From an optimization exercise on the open Yosys and OpenROAD flow, aimed at small area; shortcuts taken in it are not production practice. At most, simulation tests tie the RTL to the original design; equivalence was not proved. Power and IR drop assume default switching activity.

==> inputs of trial 80 <==
## Tempreture
module Tempreture(clk,rst,ds_in,ds_out,ds_oe,led,cs,key1,key2,key3,key_p,key_i,key_d,static_p1,static_p2,work_status,show_flag_wire,heater_status,fan_status,heater_control,loopfin);
input		key1,key2,key3,key_p,key_i,key_d;
input		rst;
input		clk;
input		ds_in;
output	ds_out;
output	ds_oe;
output	[3:0]cs;
output	[7:0]led;
output   [7:0]static_p1;
output   [7:0]static_p2;
output   work_status;
output   show_flag_wire;
output   heater_status;
output   fan_status;
output  heater_control;
output loopfin;
wire [3:0]us_cnt;
wire us_half;
wire tick_1us;
wire tick_1ms;
wire [11:0]temp_data;
wire [3:0]dw_h, dw_t, dw_u;
wire [1:0]flash_flag_wire;
wire rise1, rise2, rise3;
wire post_1ms;
wire [7:0]hl4;
wire [6:0]PID_SEL;
wire [6:0]D_PARA;
wire [1:0]pid_show_wire;
wire loopfin_rise = loopfin && us_half && (us_cnt==4'd0);
clk_1us U1(
			.clk(clk),
			.rst(rst),
			.cnt(us_cnt),
			.half(us_half),
			.tick(tick_1us)
			);
clk_1ms U2(
			.clk(clk),
			.rst(rst),
			.p23(us_half && (us_cnt==4'd11)),
			.p0(!us_half && (us_cnt==4'd0)),
			.tick(tick_1ms),
			.post(post_1ms)
			);
ds18b20_test U3(
				.clk(clk),
				.rst(rst),
				.ce(tick_1us),
				.ds_in(ds_in),
				.ds_out(ds_out),
				.ds_oe(ds_oe),
				.data(temp_data),
				.Flag_CmdSET(loopfin)
				);
key_rc	U4(
			.clk(clk),
			.rst(rst),
			.ce(tick_1ms),
			.post(post_1ms),
			.key1(key1),
			.key2(key2),
			.key3(key3),
			.rise1(rise1),
			.rise2(rise2),
			.rise3(rise3)
			);
data_change	U5(
				.clk(clk),
				.rst(rst),
				.rise1(rise1),
				.rise2(rise2),
				.rise3(rise3),
				.dw_h(dw_h),
				.dw_t(dw_t),
				.dw_u(dw_u),
				.show_flag(show_flag_wire),
				.flash_flag(flash_flag_wire)
				);
led_show	U6(
			.clk(clk),
			.rst(rst),
			.ce(tick_1ms),
			.ph_cnt(us_cnt),
			.flash_flag(flash_flag_wire),
			.show_flag(show_flag_wire),
			.cs(cs),
			.dw_h(dw_h),
			.dw_t(dw_t),
			.dw_u(dw_u),
			.data_show(temp_data),
			.data(led),
  ...
==> flow/config.mk <==
export PLATFORM = sky130hd
export DESIGN_NAME = Tempreture
export DESIGN_NICKNAME = Tempreture
export VERILOG_FILES = /design/flow/design.v
export SDC_FILE = /design/flow/constraint.sdc
export NUM_CORES = 4
export LEC_CHECK = 0
export ABC_AREA = 0
export CAP_MARGIN = 20
export CORE_MARGIN = 2
export CORE_UTILIZATION = 60
export PLACE_DENSITY = 0.7
export SLEW_MARGIN = 20
==> flow/constraint.sdc <==
create_clock -name core_clock -period 25.0 [get_ports {clk}]
set_input_delay 5.0000 -clock core_clock [delete_from_list [all_inputs] [get_ports {clk}]]
set_output_delay 5.0000 -clock core_clock [all_outputs]
set_load 0.01 [all_outputs]
standard.sh (not shown) runs the stock make flow with config.mk's settings and CLKGATE_MAP_FILE= SYNTH_SCRIPT=/design/flow/synth_recipe.tcl, a recipe that flattens the netlist after the stock synthesis.
==> flow/flow/run.sh <==
#!/bin/bash
# The standard layout (bash standard.sh: ORFS from the standard synthesis to
# finish) with two changes made through ORFS's own variables:
# - port buffers are the smallest buffer (buf_1) instead of the one ORFS picks;
# - clock tree synthesis inserts no dummy loads.
set -euo pipefail
export BUFFER_PORTS_ARGS="-buffer_cell sky130_fd_sc_hd__buf_1"
export CTS_ARGS="-sink_clustering_enable -repair_clock_nets -dont_use_dummy_load -sink_clustering_size 8 -sink_clustering_max_diameter 50 -buf_list sky130_fd_sc_hd__clkbuf_4"
bash standard.sh > standard_flow.log 2>&1
==> inputs of build 23, as changes to trial 80 <==
--- a/flow/design.v
+++ b/flow/design.v
@@ -690,26 +690,11 @@
 assign sta_p1 = seg8(p1_code);
 assign sta_p2 = seg8(p2_code);
 wire pid_lock = (pid_count!=10'd0);
 wire pid_mode = (pid_show!=2'b00) || pid_lock;
 wire [11:0] x = pid_mode ? {5'b00000,pid_sel} : data_show;
-reg xb;		 
-always @*
-	case(ph_cnt)
-	4'd0: xb = x[11];
-	4'd1: xb = x[10];
-	4'd2: xb = x[9];
-	4'd3: xb = x[8];
-	4'd4: xb = x[7];
-	4'd5: xb = x[6];
-	4'd6: xb = x[5];
-	4'd7: xb = x[4];
-	4'd8: xb = x[3];
-	4'd9: xb = x[2];
-	4'd10: xb = x[1];
-	default: xb = x[0];
-	endcase
+wire xb = x[4'd11-ph_cnt];
 wire first = (ph_cnt==4'd0);
 reg [3:0] r1, r2;
 reg [2:0] q2;
 wire [3:0] r1_in = first ? 4'd0 : r1;
 wire [3:0] r2_in = first ? 4'd0 : r2;
@@ -909,26 +894,11 @@
 wire ge_m10 = (&nd[11:4]) && (nd[3:0] >= 4'd6);	 
 wire far = nd[12] ? !ge_m10 : ge11;
 wire [13:0] d3 = add14({6'd0,d_para,1'b0}, {7'd0,d_para}, 1'b0);	 
 wire [13:0] m14 = add14({d3[10:0],3'b000}, {7'd0,d_para}, 1'b0);	 
 wire [11:0] m = m14[11:0];
-reg mb;		 
-always @*
-	case(ph_cnt)
-	4'd0: mb = m[11];
-	4'd1: mb = m[10];
-	4'd2: mb = m[9];
-	4'd3: mb = m[8];
-	4'd4: mb = m[7];
-	4'd5: mb = m[6];
-	4'd6: mb = m[5];
-	4'd7: mb = m[4];
-	4'd8: mb = m[3];
-	4'd9: mb = m[2];
-	4'd10: mb = m[1];
-	default: mb = m[0];
-	endcase
+wire mb = m[4'd11-ph_cnt];
 wire start = (ph_cnt==4'd0) && !ph_half;
 reg [13:0] acc;
 wire [13:0] addend = mb ? {nerr[12],nerr} : 14'd0;
 always @(posedge clk)
 	acc <= add14(start ? 14'd0 : {acc[12:0],1'b0}, addend, 1'b0);
@@ -941,10 +911,11 @@
 		heater_open<=0;
 		fan_open<=0;
 		contCMD<=0;
 		work_c<=0;
 		nerr<=0;
+		hl4<=0;
 	end
 	else if(ce)
 	begin
 	if(!data_changing)
 		case(contCMD)
@@ -957,10 +928,16 @@
 		2'd1:
 			begin
 			work_c<=1;
 			if(eq) contCMD<=2'd2;
 			nerr<=nd;
+			if(nd_pos)
+				hl4<=0;
+			else if(!eq)
+				hl4<=8'd250;
+			else
+				hl4<=hl_d;
 			fan_open<=hot;
 			heater_open<=!hot;
 			end
 		2'd2:
 			if(!eq) contCMD<=2'd1;
@@ -970,16 +947,14 @@
 		begin
 		heater_open<=0;
 		contCMD<=0;
 		work_c<=0;
 		nerr<=0;
+		hl4<=0;
 		end
 	end
 end
-always @(posedge clk)
-	if(ce && !data_changing && contCMD==2'd1)
-		hl4 <= nd_pos ? 8'd0 : !eq ? 8'd250 : hl_d;
 endmodule
 module heatercontrol(clk,rst,ce,heater_open,hl4,heater_con);
 input clk;
 input rst;
 input ce;
==> flow/run.sh (new file) <==
#!/bin/bash
# synth_recipe.tcl (not shown) runs the flow's synth.tcl, then flattens the netlist and writes it again
# the make line also repeats each setting of config.mk as NAME=value (left out here)
make -C /OpenROAD-flow-scripts/flow DESIGN_CONFIG=/design/flow/config.mk WORK_HOME=/design/flow/orfs CLKGATE_MAP_FILE= SYNTH_SCRIPT=/design/flow/synth_recipe.tcl finish
ABC_AREA = 1   (was 0)
CTS_BUF_LIST = sky130_fd_sc_hd__clkbuf_4   (was default)
CTS_CLUSTER_DIAMETER = 50   (was default)
CTS_CLUSTER_SIZE = 8   (was default)
removed: flow/flow/run.sh
removed: flow/standard.sh
==> qor summary <==
Required time of the critical path: build 23 25540 ps; trial 80 25510 ps
Maximum net fanout on the critical path: build 23 11; trial 80 13
Global Route met2 Usage: build 23 40.3%; trial 80 36.6%
Share of layout cells above drive strength 1: build 23 7.07%; trial 80 9.02%
Most common library cell in the layout ignoring fill and taps: build 23 sky130_fd_sc_hd__nand2_1; trial 80 sky130_fd_sc_hd__dfrtp_1
Part of the total power dissipated in the clock network: build 23 39.1%; trial 80 32.6%
Pin count of the biggest net entering global routing: build 23 77; trial 80 62
Outcome: build 23 complete, no violations; trial 80 complete, no violations
Pint: build 23 520 µW; trial 80 475 µW
Fraction of standard cell area in multi-input logic: build 23 45.3%; trial 80 50.9%
Post-synthesis share of cell area spent on xor and xnor gates: build 23 1.06%; trial 80 1.66%
Detailed-routing iteration count for the pre-antenna-repair pass: build 23 5; trial 80 6
Combined global-route utilization of all metal layers: build 23 24.7%; trial 80 23.6%
Synth Instances: build 23 1804; trial 80 1463
Signal buffers: build 23 49; trial 80 53
The RTL of build 23 was laid out without a check of its function.

[port drivers added, routing unchanged]
The results above use ideal ports. As a check the final layouts listed here were re-extracted and re-timed, cells and wires unchanged. Step 1 assumes that a clkbuf_16 drives the clock port and a buf_2 every other input. Step 2, shift: input delay + t, output delay - t, t = (earliest + latest rising clock arrival at the registers) / 2. This alone moves slack from input paths to output paths. Three values: ideal, step 1, step 2; two values: the first two.
| run | shift t [ns] | setup slack, ns | hold WS [ns] | cell pins on the clock port's net |
|---|---|---|---|---|
| trial 80 | 0.651 | 15.835 / 15.835 / 15.835 | 0.434 / 0.434 / 0.434 | 1 |
| build 23 | 0.668 | 16.107 / 16.107 / 16.107 | 0.432 / 0.432 / 0.432 | 1 |
After both steps setup and hold are still met in every run listed.
